Source: an optimization exercise on an open RTL-to-GDS flow (aim: small area, a short achievable clock period and few clock cycles). Production flows keep margins and buffers that such runs may drop.
Only simulation tests tie the RTL to the original design; equivalence was not proved.
Power and IR drop assume default switching activity.

## alu
module alu #(
    parameter INT_W  = 4,
    parameter FRAC_W = 6,
    parameter INST_W = 4,
    parameter DATA_W = INT_W + FRAC_W
)(
    input                     i_clk,
    input                     i_rst_n,
    input                     i_valid,
    input signed [DATA_W-1:0] i_data_a,
    input signed [DATA_W-1:0] i_data_b,
    input        [INST_W-1:0] i_inst,
    output                    o_valid,
    output       [DATA_W-1:0] o_data
);
For scale: about 800 cells after synthesis, about 39 flip-flops, about 38 I/O pins, ~0.0058 mm² of cells after synthesis.
export LEC_CHECK = 0
export ABC_AREA = 1
export CAP_MARGIN = 20
export CORE_MARGIN = 2
export CORE_UTILIZATION = 40
export SETUP_SLACK_MARGIN = 4.7
export SLEW_MARGIN = 20
create_clock -name core_clock -period 9.0 [get_ports {i_clk}]
standard.sh (not shown) runs the stock make flow with config.mk's settings and CLKGATE_MAP_FILE= SYNTH_SCRIPT=/design/flow/synth_recipe.tcl, a recipe that flattens the netlist after the stock synthesis.
==> flow/flow/run.sh <==
#!/bin/bash
# The standard layout with two changes:
#  - the input and output ports are buffered with buf_2 cells (buffer_ports
#    otherwise picks a slow delay buffer);
#  - synthesis is the standard one except for ABC's mapping: the logic from
#    the registers to o_data keeps ORFS's area script (abc_area.script), the
#    logic from the inputs to the registers, which has timing to spare, is
#    mapped for area only (abc_s1.script). flow/abc_split.tcl replaces the
#    single abc call of ORFS's synth.tcl.
set -euo pipefail
W=$PWD
awk -v blk="$W/flow/abc_split.tcl" '{
  if ($0 == "  log_cmd abc {*}$abc_args") { while ((getline l < blk) > 0) print l; close(blk) }
  else print
}' "$FLOW_HOME/scripts/synth.tcl" > synth_split.tcl
grep -q 'ABC_S1' synth_split.tcl
sed "s#source \$::env(SCRIPTS_DIR)/synth.tcl#source $W/synth_split.tcl#" synth_recipe.tcl > synth_top.tcl
grep -q 'synth_split.tcl' synth_top.tcl
bash standard.sh "BUFFER_PORTS_ARGS=-buffer_cell sky130_fd_sc_hd__buf_2" \
  "SYNTH_SCRIPT=$W/synth_top.tcl" \
  "ABC_S1=$W/flow/abc_s1.script" \
  "ABC_S2=$FLOW_HOME/scripts/abc_area.script" \
  finish > standard_flow.log 2>&1
==> flow/flow/abc_s1.script <==
strash
dc2
dch -f
map -a
topo
stime -c
buffer -c
upsize -c
dnsize -c
==> flow/flow/abc_split.tcl <==
  # Map the logic in the cone of the outputs (from the registers to o_data)
  # and the rest (from the inputs to the registers) with separate ABC scripts.
  set abc_rest [lrange $abc_args 2 end]
  select -set s2 o:o_data {%ci*:-sky130_fd_sc_hd__dfxtp_1[D,CLK]:-sky130_fd_sc_hd__dfrtp_1[D,CLK,RESET_B]}
  select -set s1 * @s2 %d
  log_cmd abc -script $::env(ABC_S1) {*}$abc_rest @s1
  log_cmd abc -script $::env(ABC_S2) {*}$abc_rest @s2
  select -clear
The baseline completed with no timing, DRC or antenna violations.
Testbench counts at the start, summed over its fixed seeds: cycles 24,000.
Next try:
==> flow/flow/run.sh (replaced) <==
#!/bin/bash
# The standard layout, except that the input and output ports are buffered
# with buf_2 cells (buffer_ports otherwise picks a slow delay buffer).
set -euo pipefail
bash standard.sh "BUFFER_PORTS_ARGS=-buffer_cell sky130_fd_sc_hd__buf_2" finish > standard_flow.log 2>&1
--- a/flow/config.mk
+++ b/flow/config.mk
@@ -10,4 +10,5 @@
 export CORE_MARGIN = 2
 export CORE_UTILIZATION = 40
-export SETUP_SLACK_MARGIN = 4.7
+export CTS_BUF_LIST = sky130_fd_sc_hd__clkbuf_8
+export SETUP_SLACK_MARGIN = 4.3
 export SLEW_MARGIN = 20
removed: flow/flow/abc_s1.script
removed: flow/flow/abc_split.tcl
Effect:
- count of clock-buffer cells in the layout falls by 1
- setup slack got worse by 0.17 ns
- total power is lower by a little under a tenth
- sequential power stays flat
- core utilization decreases by 3.0 points
- synthesized area climbs by a few percent
- fmax came out lower by a few percent

---

Setup of build 69:
Starting RTL as in the previous note.
clock: 9.0 ns
lec_check: 0
abc_area: 1
cap_margin: 20
core_margin: 2
core_utilization: 40
setup_slack_margin: 3.5
slew_margin: 20
==> flow/flow/run.sh <==
#!/bin/bash
# The standard layout with two changes:
#  - the input and output ports are buffered with buf_2 cells (buffer_ports
#    otherwise picks a slow delay buffer);
#  - synthesis is the standard one except for ABC's mapping: the logic from
#    the registers to o_data keeps ORFS's area script (abc_area.script), the
#    logic from the inputs to the registers, which has timing to spare, is
#    mapped for area only (abc_s1.script). flow/abc_split.tcl replaces the
#    single abc call of ORFS's synth.tcl.
set -euo pipefail
W=$PWD
awk -v blk="$W/flow/abc_split.tcl" '{
  if ($0 == "  log_cmd abc {*}$abc_args") { while ((getline l < blk) > 0) print l; close(blk) }
  else print
}' "$FLOW_HOME/scripts/synth.tcl" > synth_split.tcl
grep -q 'ABC_S1' synth_split.tcl
sed "s#source \$::env(SCRIPTS_DIR)/synth.tcl#source $W/synth_split.tcl#" synth_recipe.tcl > synth_top.tcl
grep -q 'synth_split.tcl' synth_top.tcl
bash standard.sh "BUFFER_PORTS_ARGS=-buffer_cell sky130_fd_sc_hd__buf_2" \
  "SYNTH_SCRIPT=$W/synth_top.tcl" \
  "ABC_S1=$W/flow/abc_s1.script" \
  "ABC_S2=$FLOW_HOME/scripts/abc_area.script" \
  finish > standard_flow.log 2>&1
==> flow/flow/abc_s1.script <==
strash
dc2
dch -f
map -a
topo
stime -c
buffer -c
upsize -c
dnsize -c
==> flow/flow/abc_split.tcl <==
  # Map the logic in the cone of the outputs (from the registers to o_data)
  # and the rest (from the inputs to the registers) with separate ABC scripts.
  set abc_rest [lrange $abc_args 2 end]
  select -set s2 o:o_data {%ci*:-sky130_fd_sc_hd__dfxtp_1[D,CLK]:-sky130_fd_sc_hd__dfrtp_1[D,CLK,RESET_B]}
  select -set s1 * @s2 %d
  log_cmd abc -script $::env(ABC_S1) {*}$abc_rest @s1
  log_cmd abc -script $::env(ABC_S2) {*}$abc_rest @s2
  select -clear
Build 69 finished every stage and its layout cleared the timing, design-rule and antenna checks.
Testbench counts of build 69, summed over its fixed seeds: cycles 24,000.
Relative to build 69, the following input files were edited for build 22:
# build 69
export LEC_CHECK = 0
export ABC_AREA = 1
export CAP_MARGIN = 20
export CORE_MARGIN = 2
export CORE_UTILIZATION = 40
export SETUP_SLACK_MARGIN = 3.5
export SLEW_MARGIN = 20
create_clock -name core_clock -period 9.0 [get_ports {i_clk}]
# build 22
export LEC_CHECK = 0
export ABC_AREA = 1
export CAP_MARGIN = 20
export CORE_MARGIN = 2
export CORE_UTILIZATION = 40
export SETUP_SLACK_MARGIN = 4.3
export SLEW_MARGIN = 20
create_clock -name core_clock -period 9.0 [get_ports {i_clk}]
==> flow/flow/abc_s1.script <==
strash
dch
map -a
topo
stime -c
buffer -c
upsize -c
dnsize -c
[summary]
- Result for build 22 and build 69: all clean
- Build 22 -> build 69: final antenna diode count delta 0, exact match
- Build 22 vs build 69 — die area rose 170 um2.
- Between build 22 and build 69, the difference in count of input and output buffers is negligible.
- Routed wirelength normalized by instance count (build 69 / build 22): 0.943
- Build 22 vs. build 69: mux cell area share after synthesis now larger, critical path depth saw a decrease, simple-gate share of the synthesized area +1.2 points.
- Delta (build 22 minus build 69): number of standard cells in the final layout excluding fillers has increased, power rose by 0.14 mW, clock period minus final worst setup slack down 4.6 ps, layout buffering overhead excluding clock cells moved up.
The following lists how build 59 was set up differently from build 22:
# build 22
export LEC_CHECK = 0
export ABC_AREA = 1
export CAP_MARGIN = 20
export CORE_MARGIN = 2
export CORE_UTILIZATION = 40
export SETUP_SLACK_MARGIN = 4.3
export SLEW_MARGIN = 20
create_clock -name core_clock -period 9.0 [get_ports {i_clk}]
# build 59
export LEC_CHECK = 0
export ABC_AREA = 1
export CAP_MARGIN = 20
export CORE_MARGIN = 2
export CORE_UTILIZATION = 30
export SETUP_SLACK_MARGIN = 4.3
export SLEW_MARGIN = 20
create_clock -name core_clock -period 9.0 [get_ports {i_clk}]
==> flow/flow/run.sh <==
#!/bin/bash
# The standard layout, except that the input and output ports are buffered
# with buf_2 cells (buffer_ports otherwise picks a slow delay buffer).
set -euo pipefail
bash standard.sh "BUFFER_PORTS_ARGS=-buffer_cell sky130_fd_sc_hd__buf_2" finish > standard_flow.log 2>&1
removed: flow/flow/abc_s1.script
removed: flow/flow/abc_split.tcl
--- outcome ---
Build 59 reached the end of the flow, and the finished layout is clean on the timing, design-rule and antenna checks.
The lower combined global-route utilization of all metal layers came out of build 59.
Build 59 reports a higher total power after layout than build 22 does.
Number of non-filler instances in the completed layout (build 59 / build 22): 1.14
Lower average vias per placed instance goes to build 59 over build 22.
Build 59 vs build 22, internal cell power went up by about 4.4%.
Per the comparison of build 59 with build 22, die area climbed about 35%, maximum frequency climbed 1.1%, post-synthesis cell count climbed about 10%.
Clock network fraction of total power delta (build 59 -> build 22): insignificant
Cmp build 59 vs build 22: fraction of met2 tracks used by global routing lower in build 59
The inputs of build 86 differ from those of build 59 as listed below.
# build 59
export LEC_CHECK = 0
export ABC_AREA = 1
export CAP_MARGIN = 20
export CORE_MARGIN = 2
export CORE_UTILIZATION = 30
export SETUP_SLACK_MARGIN = 4.3
export SLEW_MARGIN = 20
create_clock -name core_clock -period 9.0 [get_ports {i_clk}]
# build 86
export LEC_CHECK = 0
export ABC_AREA = 1
export CAP_MARGIN = 20
export CORE_MARGIN = 2
export CORE_UTILIZATION = 40
export SETUP_SLACK_MARGIN = 3.5
export SLEW_MARGIN = 20
create_clock -name core_clock -period 9.0 [get_ports {i_clk}]
==> flow/flow/run.sh <==
#!/bin/bash
# The standard layout with two changes:
#  - the input and output ports are buffered with buf_2 cells (buffer_ports
#    otherwise picks a slow delay buffer);
#  - synthesis is the standard one except for ABC's mapping: the logic from
#    the registers to o_data keeps ORFS's area script (abc_area.script), the
#    logic from the inputs to the registers, which has timing to spare, is
#    mapped for area only (abc_s1.script). flow/abc_split.tcl replaces the
#    single abc call of ORFS's synth.tcl.
set -euo pipefail
W=$PWD
awk -v blk="$W/flow/abc_split.tcl" '{
  if ($0 == "  log_cmd abc {*}$abc_args") { while ((getline l < blk) > 0) print l; close(blk) }
  else print
}' "$FLOW_HOME/scripts/synth.tcl" > synth_split.tcl
grep -q 'ABC_S1' synth_split.tcl
sed "s#source \$::env(SCRIPTS_DIR)/synth.tcl#source $W/synth_split.tcl#" synth_recipe.tcl > synth_top.tcl
grep -q 'synth_split.tcl' synth_top.tcl
bash standard.sh "BUFFER_PORTS_ARGS=-buffer_cell sky130_fd_sc_hd__buf_2" \
  "SYNTH_SCRIPT=$W/synth_top.tcl" \
  "ABC_S1=$W/flow/abc_s1.script" \
  "ABC_S2=$FLOW_HOME/scripts/abc_area.script" \
  finish > standard_flow.log 2>&1
==> flow/flow/abc_s1.script (new file) <==
strash
dch
map -a
topo
stime -c
buffer -c
upsize -c
dnsize -c
==> flow/flow/abc_split.tcl (new file) <==
  # Map the logic in the cone of the outputs (from the registers to o_data)
  # and the rest (from the inputs to the registers) with separate ABC scripts.
  set abc_rest [lrange $abc_args 2 end]
  select -set s2 o:o_data {%ci*:-sky130_fd_sc_hd__dfxtp_1[D,CLK]:-sky130_fd_sc_hd__dfrtp_1[D,CLK,RESET_B]}
  select -set s1 * @s2 %d
  log_cmd abc -script $::env(ABC_S1) {*}$abc_rest @s1
  log_cmd abc -script $::env(ABC_S2) {*}$abc_rest @s2
  select -clear
Taking build 59 as the reference, in build 86 worst hold slack after final layout increased 28 ps; multi-input combinational cell count decreased 5.0%; cell area decreased about 8%; y dimension of the die decreased 14%. Global placement routability congestion: higher on build 59. Build 59 leaves more setup margin than build 86.
The following lists how build 70 was set up differently from build 86:
# build 86
export LEC_CHECK = 0
export ABC_AREA = 1
export CAP_MARGIN = 20
export CORE_MARGIN = 2
export CORE_UTILIZATION = 40
export SETUP_SLACK_MARGIN = 3.5
export SLEW_MARGIN = 20
create_clock -name core_clock -period 9.0 [get_ports {i_clk}]
# build 70
export LEC_CHECK = 0
export ABC_AREA = 1
export CAP_MARGIN = 20
export CORE_MARGIN = 2
export CORE_UTILIZATION = 30
export SETUP_SLACK_MARGIN = 3.5
export SLEW_MARGIN = 20
create_clock -name core_clock -period 9.0 [get_ports {i_clk}]
==> flow/flow/run.sh <==
#!/bin/bash
# The standard layout, except that the input and output ports are buffered
# with buf_2 cells (buffer_ports otherwise picks a slow delay buffer).
set -euo pipefail
bash standard.sh "BUFFER_PORTS_ARGS=-buffer_cell sky130_fd_sc_hd__buf_2" finish > standard_flow.log 2>&1
removed: flow/flow/abc_s1.script
removed: flow/flow/abc_split.tcl
### Flow results
On net count reported at finish: between build 70 and build 86, it ends up higher for build 70.
Compare build 70 and build 86 | flip-flop and latch share of the layout cell area higher: build 86
Build 86 → build 70: share of total power in sequential cells fell 1.0 points, cell count went up about 16%, non-clock buffer count now larger, synthesized area saw an increase, combinational cell fraction of total power moved up.
In build 70 relative to build 86, area of all placed cells without fillers had gone up by a few percent.
Sort build 70 and build 86 by number of placed instances with taps included desc -> top: build 70
Comparing the two runs side by side, build 70 comes out ahead of build 86 on starting DRC count in detailed routing.
Slack of the critical path: build 70 vs build 86 down 23 ps
## Diff of input files: build 60 against build 70
# build 70
export LEC_CHECK = 0
export ABC_AREA = 1
export CAP_MARGIN = 20
export CORE_MARGIN = 2
export CORE_UTILIZATION = 30
export SETUP_SLACK_MARGIN = 3.5
export SLEW_MARGIN = 20
create_clock -name core_clock -period 9.0 [get_ports {i_clk}]
# build 60
export LEC_CHECK = 0
export ABC_AREA = 1
export CAP_MARGIN = 20
export CORE_MARGIN = 2
export CORE_UTILIZATION = 40
export SETUP_SLACK_MARGIN = 4.3
export SLEW_MARGIN = 20
create_clock -name core_clock -period 9.0 [get_ports {i_clk}]
## What came out
A worst setup path startpoint of x_r[6] is what build 60 shows, while x_r[9] belongs to build 70.
Placement-stage cell area ends up lower on build 60.
Build 60: total area of multi-input combinational cells higher than build 70
Build 70 -> build 60: worst vdd rail ir drop increased by more than 10%
Row routed wire length: build 60 lower / build 70 higher

-- separate check: timing with driven ports --
In the flow no input, the clock included, has a driving cell. The finished layouts below were timed again as built, in two steps. Step 1 sets driving cells, clkbuf_16 on the clock port and buf_2 on the other inputs (assumed; they add their load-dependent delay and slew). Step 2 also shifts input and output timing later by t, the mid clock arrival at the registers, as if the neighbouring blocks saw the same clock. a / b / c = ideal / step 1 / step 2; a / b = the first two.
| run | t (ns) | setup slack, ns | worst setup path at the end | cell pins on the clock port's net |
|---|---|---|---|---|
| the first run of note 1 | 0.321 | 4.512 / 4.472 / 4.398 | input to register | 1 |
| the second run of note 1 | 0.323 | 4.339 / 4.307 / 4.349 | input to register | 1 |
| build 69 | 0.312 | 4.400 / 4.361 / 4.107 | input to register | 1 |
| build 22 | 0.320 | 4.404 / 4.370 / 4.128 | input to register | 1 |
| build 59 | 0.314 | 4.453 / 4.418 / 4.348 | input to register | 1 |
| build 86 | 0.319 | 4.358 / 4.324 / 4.103 | input to register | 1 |
| build 70 | 0.314 | 4.335 / 4.300 / 4.339 | input to register | 1 |
| build 60 | 0.316 | 4.461 / 4.424 / 4.333 | input to register | 1 |
After both steps setup and hold are still met in every run listed. For build 69, which loses most, drivers alone change the setup slack by -0.039 ns; drivers and shift together by -0.293 ns.
